From an optimization exercise on the open Yosys and OpenROAD flow, aimed at small area and a short achievable clock period; shortcuts taken in it are not production practice. Where RTL was checked, it was by simulation tests only, not by an equivalence proof against the original. The flow treats the clock pin as an ideal source. Dropping or thinning the clock tree relies on that and would not hold on a real chip. Power and IR drop assume default switching activity.

==> flow/design.v <==
module moving_avg_filt(
  input clk,
  input signed [7:0] signal_in,
  output reg signed [7:0] signal_out
  );
  parameter N = 64;  
  reg signed [7:0] q [0:N-1];
  reg [13:0] ss;
  reg [13:0] sc;
  reg [13:0] acc;
  reg [5:0] phase;
  reg load_a;
  reg pre_b;
  reg load_b;
  reg keep;
  reg clear;
  integer i;
  wire [7:0] xu = {~signal_in[7], signal_in[6:0]};       
  wire [7:0] q0u = {~q[0][7], q[0][6:0]};                
  wire [7:0] yn = {q[N-1][7], ~q[N-1][6:0]};             
  wire [13:0] a = load_a ? acc : ss;
  wire [13:0] b = load_b ? {6'd0, q0u} : sc;
  wire [13:0] r1c = load_b ? 14'h2000 : {6'h3f, yn};
  wire [13:0] s1 = a ^ b ^ r1c;
  wire [14:0] c1 = {(a & b) | (a & r1c) | (b & r1c), keep};    
  wire [13:0] r2c = {6'd0, xu};
  wire [13:0] s2 = s1 ^ c1[13:0] ^ r2c;
  wire [14:0] c2 = {(s1 & c1[13:0]) | (s1 & r2c) | (c1[13:0] & r2c), 1'b0};
  wire [13:0] sum = ss + sc;
  always @(posedge clk) begin
    q[0] <= signal_in;
    for (i = 0; i < N - 1; i = i + 1)
      q[i + 1] <= q[i];
    phase <= phase + 6'd1;
    load_a <= (phase == 6'd62);
    pre_b <= (phase == 6'd61);
    load_b <= pre_b;
    keep <= (phase != 6'd62);
    clear <= (phase == 6'd0);
    ss <= s2;
    sc <= c2[13:0];
    acc <= (clear ? 14'd0 : acc) + {6'd0, q0u};
    signal_out <= sum[13:6];
  end
endmodule
export LEC_CHECK = 0
export ABC_CLOCK_PERIOD_IN_PS = 2000
export CAP_MARGIN = 20
export CORE_MARGIN = 2
export CORE_UTILIZATION = 60
export HOLD_SLACK_MARGIN = 0
export PLACE_DENSITY = 0.75
export SLEW_MARGIN = 20
create_clock -name core_clock -period 8.0 [get_ports {clk}]
standard.sh (not shown) runs the stock make flow with config.mk's settings and CLKGATE_MAP_FILE= SYNTH_SCRIPT=/design/flow/synth_recipe.tcl, a recipe that flattens the netlist after the stock synthesis.
==> flow/flow/run.sh <==
#!/bin/bash
# Standard ORFS layout (standard synthesis unchanged) with port buffers of a
# plain buffer cell, no CTS dummy loads, a tighter setup repair target, and
# the clock tree reshaped after CTS (flow/clocktree.tcl).
set -euo pipefail
bash standard.sh \
  BUFFER_PORTS_ARGS="-buffer_cell sky130_fd_sc_hd__buf_2" \
  CTS_ARGS="-sink_clustering_enable -repair_clock_nets -dont_use_dummy_load -sink_clustering_size 34 -sink_clustering_max_diameter 70 -buf_list {sky130_fd_sc_hd__clkbuf_16}" \
  POST_CTS_TCL="$PWD/flow/clocktree.tcl" \
  SETUP_SLACK_MARGIN=5.4 \
  finish > flow.log 2>&1
Other scripts of this flow, unchanged in this note and not shown: flow/flow/clocktree.tcl
Next try:
--- a/flow/design.v
+++ b/flow/design.v
@@ -12,7 +12,6 @@
   reg load_a;
   reg pre_b;
   reg load_b;
-  reg keep;
   reg clear;
   integer i;
   wire [7:0] xu = {~signal_in[7], signal_in[6:0]};       
@@ -22,11 +21,15 @@
   wire [13:0] b = load_b ? {6'd0, q0u} : sc;
   wire [13:0] r1c = load_b ? 14'h2000 : {6'h3f, yn};
   wire [13:0] s1 = a ^ b ^ r1c;
-  wire [14:0] c1 = {(a & b) | (a & r1c) | (b & r1c), keep};    
+  wire [14:0] c1 = {(a & b) | (a & r1c) | (b & r1c), ~load_b};    
   wire [13:0] r2c = {6'd0, xu};
   wire [13:0] s2 = s1 ^ c1[13:0] ^ r2c;
   wire [14:0] c2 = {(s1 & c1[13:0]) | (s1 & r2c) | (c1[13:0] & r2c), 1'b0};
   wire [13:0] sum = ss + sc;
+  wire [7:0] acc_lo = clear ? 8'd0 : acc[7:0];
+  wire [8:0] alo = {1'b0, acc_lo} + {1'b0, q0u};
+  wire [5:0] ahi_up = acc[13:8] + 6'd1;
+  wire [5:0] ahi = clear ? 6'd0 : (alo[8] ? ahi_up : acc[13:8]);
   always @(posedge clk) begin
     q[0] <= signal_in;
     for (i = 0; i < N - 1; i = i + 1)
@@ -35,11 +38,10 @@
     load_a <= (phase == 6'd62);
     pre_b <= (phase == 6'd61);
     load_b <= pre_b;
-    keep <= (phase != 6'd62);
     clear <= (phase == 6'd0);
     ss <= s2;
     sc <= c2[13:0];
-    acc <= (clear ? 14'd0 : acc) + {6'd0, q0u};
+    acc <= {ahi, alo[7:0]};
     signal_out <= sum[13:6];
   end
 endmodule
=> The changed run finished with timing, DRC and antenna clean. Clock power is about the same. Global-route usage rises by 0.20 points. Area after synthesis falls slightly. Final area falls slightly. Routed wire length falls slightly. Die area falls slightly. Power falls by a few percent. First-iteration DRC count rises by a few percent. Sequential power stays flat. Flip-flop and latch count falls by 1. Setup slack degrades by 0.089 ns. Cell count falls by a few percent. Register-to-register slack degrades by 0.13 ns.
No run of this note included a check of the RTL's function; only the layout flow was run.


red:
Another version of the RTL of moving_avg_filt (not shown whole).
Size in the first run: about 570 flip-flops, about 17 I/O pins, roughly 14000 µm² of cells after synthesis.
==> module moving_avg_filt, before the edit <==
module moving_avg_filt(
  input clk,
  input signed [7:0] signal_in,
  output reg signed [7:0] signal_out
  );
  parameter N = 64;  
  reg signed [7:0] q [0:N-1];
  reg [13:0] ss;
  reg [13:0] sc;
  reg [13:0] acc;
  reg [5:0] phase;
  reg load_a;
  reg pre_b;
  reg load_b;
  reg keep;
  reg clear;
  integer i;
  wire [7:0] xu = {~signal_in[7], signal_in[6:0]};       
  wire [7:0] q0u = {~q[0][7], q[0][6:0]};                
  wire [7:0] yn = {q[N-1][7], ~q[N-1][6:0]};             
  wire [13:0] a = load_a ? acc : ss;
  wire [13:0] b = load_b ? {6'd0, q0u} : sc;
  wire [13:0] r1c = load_b ? 14'h2000 : {6'h3f, yn};
  wire [13:0] s1 = a ^ b ^ r1c;
  wire [14:0] c1 = {(a & b) | (a & r1c) | (b & r1c), keep};    
  wire [13:0] r2c = {6'd0, xu};
  wire [13:0] s2 = s1 ^ c1[13:0] ^ r2c;
  wire [14:0] c2 = {(s1 & c1[13:0]) | (s1 & r2c) | (c1[13:0] & r2c), 1'b0};
  wire [13:0] sum = ss + sc;
  wire [7:0] acc_lo = clear ? 8'd0 : acc[7:0];
  wire [8:0] alo = {1'b0, acc_lo} + {1'b0, q0u};
  wire [5:0] ahi_up = acc[13:8] + 6'd1;
  wire [5:0] ahi = clear ? 6'd0 : (alo[8] ? ahi_up : acc[13:8]);
  always @(posedge clk) begin
    q[0] <= signal_in;
    for (i = 0; i < N - 1; i = i + 1)
      q[i + 1] <= q[i];
    phase <= phase + 6'd1;
    load_a <= (phase == 6'd62);
    pre_b <= (phase == 6'd61);
    load_b <= pre_b;
    keep <= (phase != 6'd62);
    clear <= (phase == 6'd0);
    ss <= s2;
    sc <= c2[13:0];
    acc <= {ahi, alo[7:0]};
    signal_out <= sum[13:6];
  end
endmodule
export LEC_CHECK = 0
export ABC_CLOCK_PERIOD_IN_PS = 2000
export CAP_MARGIN = 20
export CORE_MARGIN = 2
export CORE_UTILIZATION = 60
export HOLD_SLACK_MARGIN = 0
export PLACE_DENSITY = 0.75
export SLEW_MARGIN = 20
create_clock -name core_clock -period 8.0 [get_ports {clk}]
==> flow/flow/run.sh <==
#!/bin/bash
# Standard ORFS layout (standard synthesis unchanged) with port buffers of a
# plain buffer cell, no CTS dummy loads, a tighter setup repair target, and
# the clock tree reshaped after CTS (flow/clocktree.tcl).
set -euo pipefail
bash standard.sh \
  BUFFER_PORTS_ARGS="-buffer_cell sky130_fd_sc_hd__buf_2" \
  CTS_ARGS="-sink_clustering_enable -repair_clock_nets -dont_use_dummy_load -sink_clustering_size 28 -sink_clustering_max_diameter 60 -buf_list {sky130_fd_sc_hd__clkbuf_16}" \
  POST_CTS_TCL="$PWD/flow/clocktree.tcl" \
  SETUP_SLACK_MARGIN=5.6 \
  finish > flow.log 2>&1
Other scripts of this flow, unchanged in this note and not shown: flow/flow/clocktree.tcl
red did not stop at any stage, and its layout met the timing, design-rule and antenna checks.
Input-level comparison between blue and red:
==> flow/design.v <==
module moving_avg_filt(
  input clk,
  input signed [7:0] signal_in,
  output reg signed [7:0] signal_out
  );
  parameter N = 64;  
  reg signed [7:0] q [0:N-1];
  reg [7:0] ss;
  reg [7:0] sc;
  reg [5:0] hi;
  reg ca;
  reg cb;
  reg [13:0] acc;
  reg [5:0] phase;
  reg load_a;
  reg pre_b;
  reg load_b;
  reg clear;
  integer i;
  wire [7:0] xu = {~signal_in[7], signal_in[6:0]};       
  wire [7:0] q0u = {~q[0][7], q[0][6:0]};                
  wire [7:0] yn = {q[N-1][7], ~q[N-1][6:0]};             
  wire [7:0] a = load_a ? acc[7:0] : ss;
  wire [7:0] b = load_b ? q0u : sc;
  wire [7:0] r1c = load_b ? 8'd0 : yn;
  wire [7:0] s1 = a ^ b ^ r1c;
  wire [8:0] c1 = {(a & b) | (a & r1c) | (b & r1c), ~load_b};    
  wire [7:0] s2 = s1 ^ c1[7:0] ^ xu;
  wire [8:0] c2 = {(s1 & c1[7:0]) | (s1 & xu) | (c1[7:0] & xu), 1'b0};
  wire [5:0] hi_up = hi + 6'd1;
  wire [5:0] hi_dn = hi - 6'd1;
  wire [5:0] hi_next = load_a ? {~acc[13], acc[12:8]} :
                       (ca & cb) ? hi_up : ((ca | cb) ? hi : hi_dn);
  wire [8:0] lo_sum = {1'b0, ss} + {1'b0, sc};
  wire [1:0] cab = {ca & cb, ca ^ cb};
  wire [1:0] cab1 = {ca | cb, ~(ca ^ cb)};       
  wire [5:0] hi_c0 = hi + {4'd0, cab};
  wire [5:0] hi_c1 = hi + {4'd0, cab1};
  wire [5:0] hi_sum = lo_sum[8] ? hi_c1 : hi_c0;
  wire [7:0] acc_lo = clear ? 8'd0 : acc[7:0];
  wire [8:0] alo = {1'b0, acc_lo} + {1'b0, q0u};
  wire [5:0] ahi_up = acc[13:8] + 6'd1;
  wire [5:0] ahi = clear ? 6'd0 : (alo[8] ? ahi_up : acc[13:8]);
  always @(posedge clk) begin
    q[0] <= signal_in;
    for (i = 0; i < N - 1; i = i + 1)
      q[i + 1] <= q[i];
    phase <= phase + 6'd1;
    load_a <= (phase == 6'd62);
    pre_b <= (phase == 6'd61);
    load_b <= pre_b;
    clear <= (phase == 6'd0);
    ss <= s2;
    sc <= c2[7:0];
    ca <= c1[8];
    cb <= c2[8];
    hi <= hi_next;
    acc <= {ahi, alo[7:0]};
    signal_out <= {hi_sum, lo_sum[7:6]};
  end
endmodule
### Flow results
Summary of blue over red: number of cells in the design after placement went down about 3.3%, worst-case setup slack after placement went down 0.11 ns.
Summary of the comparison: required time reported for the critical path endpoint is higher in blue, relative to red.
red has higher worst hold slack after final layout than blue.
From red to blue the numbers moved as follows: wire length increased by about 13% relative to the old numbers, power per unit of standard cell area increased by about 0.35% relative to the old numbers, share of the final layout cell area in multi-input gates decreased by 0.26 points relative to the old numbers.
On filler cell count in the final layout, blue and red are basically level.
Measured against each other, blue and red differ in sequential share of layout area, the lower figure coming from blue.
The RTL of blue was laid out without a check of its function.

## what the ideal ports hide
Ports are ideal in the flow. The routed layouts listed here were re-timed in OpenROAD.
Step 1: set_driving_cell puts a clkbuf_16 on clk and a buf_2 on each other input, an assumption about the parent block.
Step 2 adds t to the input delays and takes it off the output delays; t is the mean of the earliest and latest rising clock arrival at the registers after step 1. Input paths then give back, and output paths get back, about the clock's delay inside the block.
Three values: ideal ports, drivers, drivers and shift; two values: the first two.
run | shift t [ns] | setup WS [ns] | worst setup path after step 2 | worst data-port slew with drivers (ns)
the first run of note 1 | 0.400 | 5.603 / 5.504 / 5.640 | register to register | 0.05
the second run of note 1 | 0.417 | 5.513 / 5.513 / 5.513 | register to register | 0.06
red | 0.420 | 5.633 / 5.539 / 5.609 | input to register | 0.05
blue | 0.419 | 5.491 / 5.491 / 5.491 | register to register | 0.07
After both steps every run listed still meets setup and hold. The setup slack of red, which loses most, moves by -0.094 ns with the drivers and by -0.024 ns with both steps.
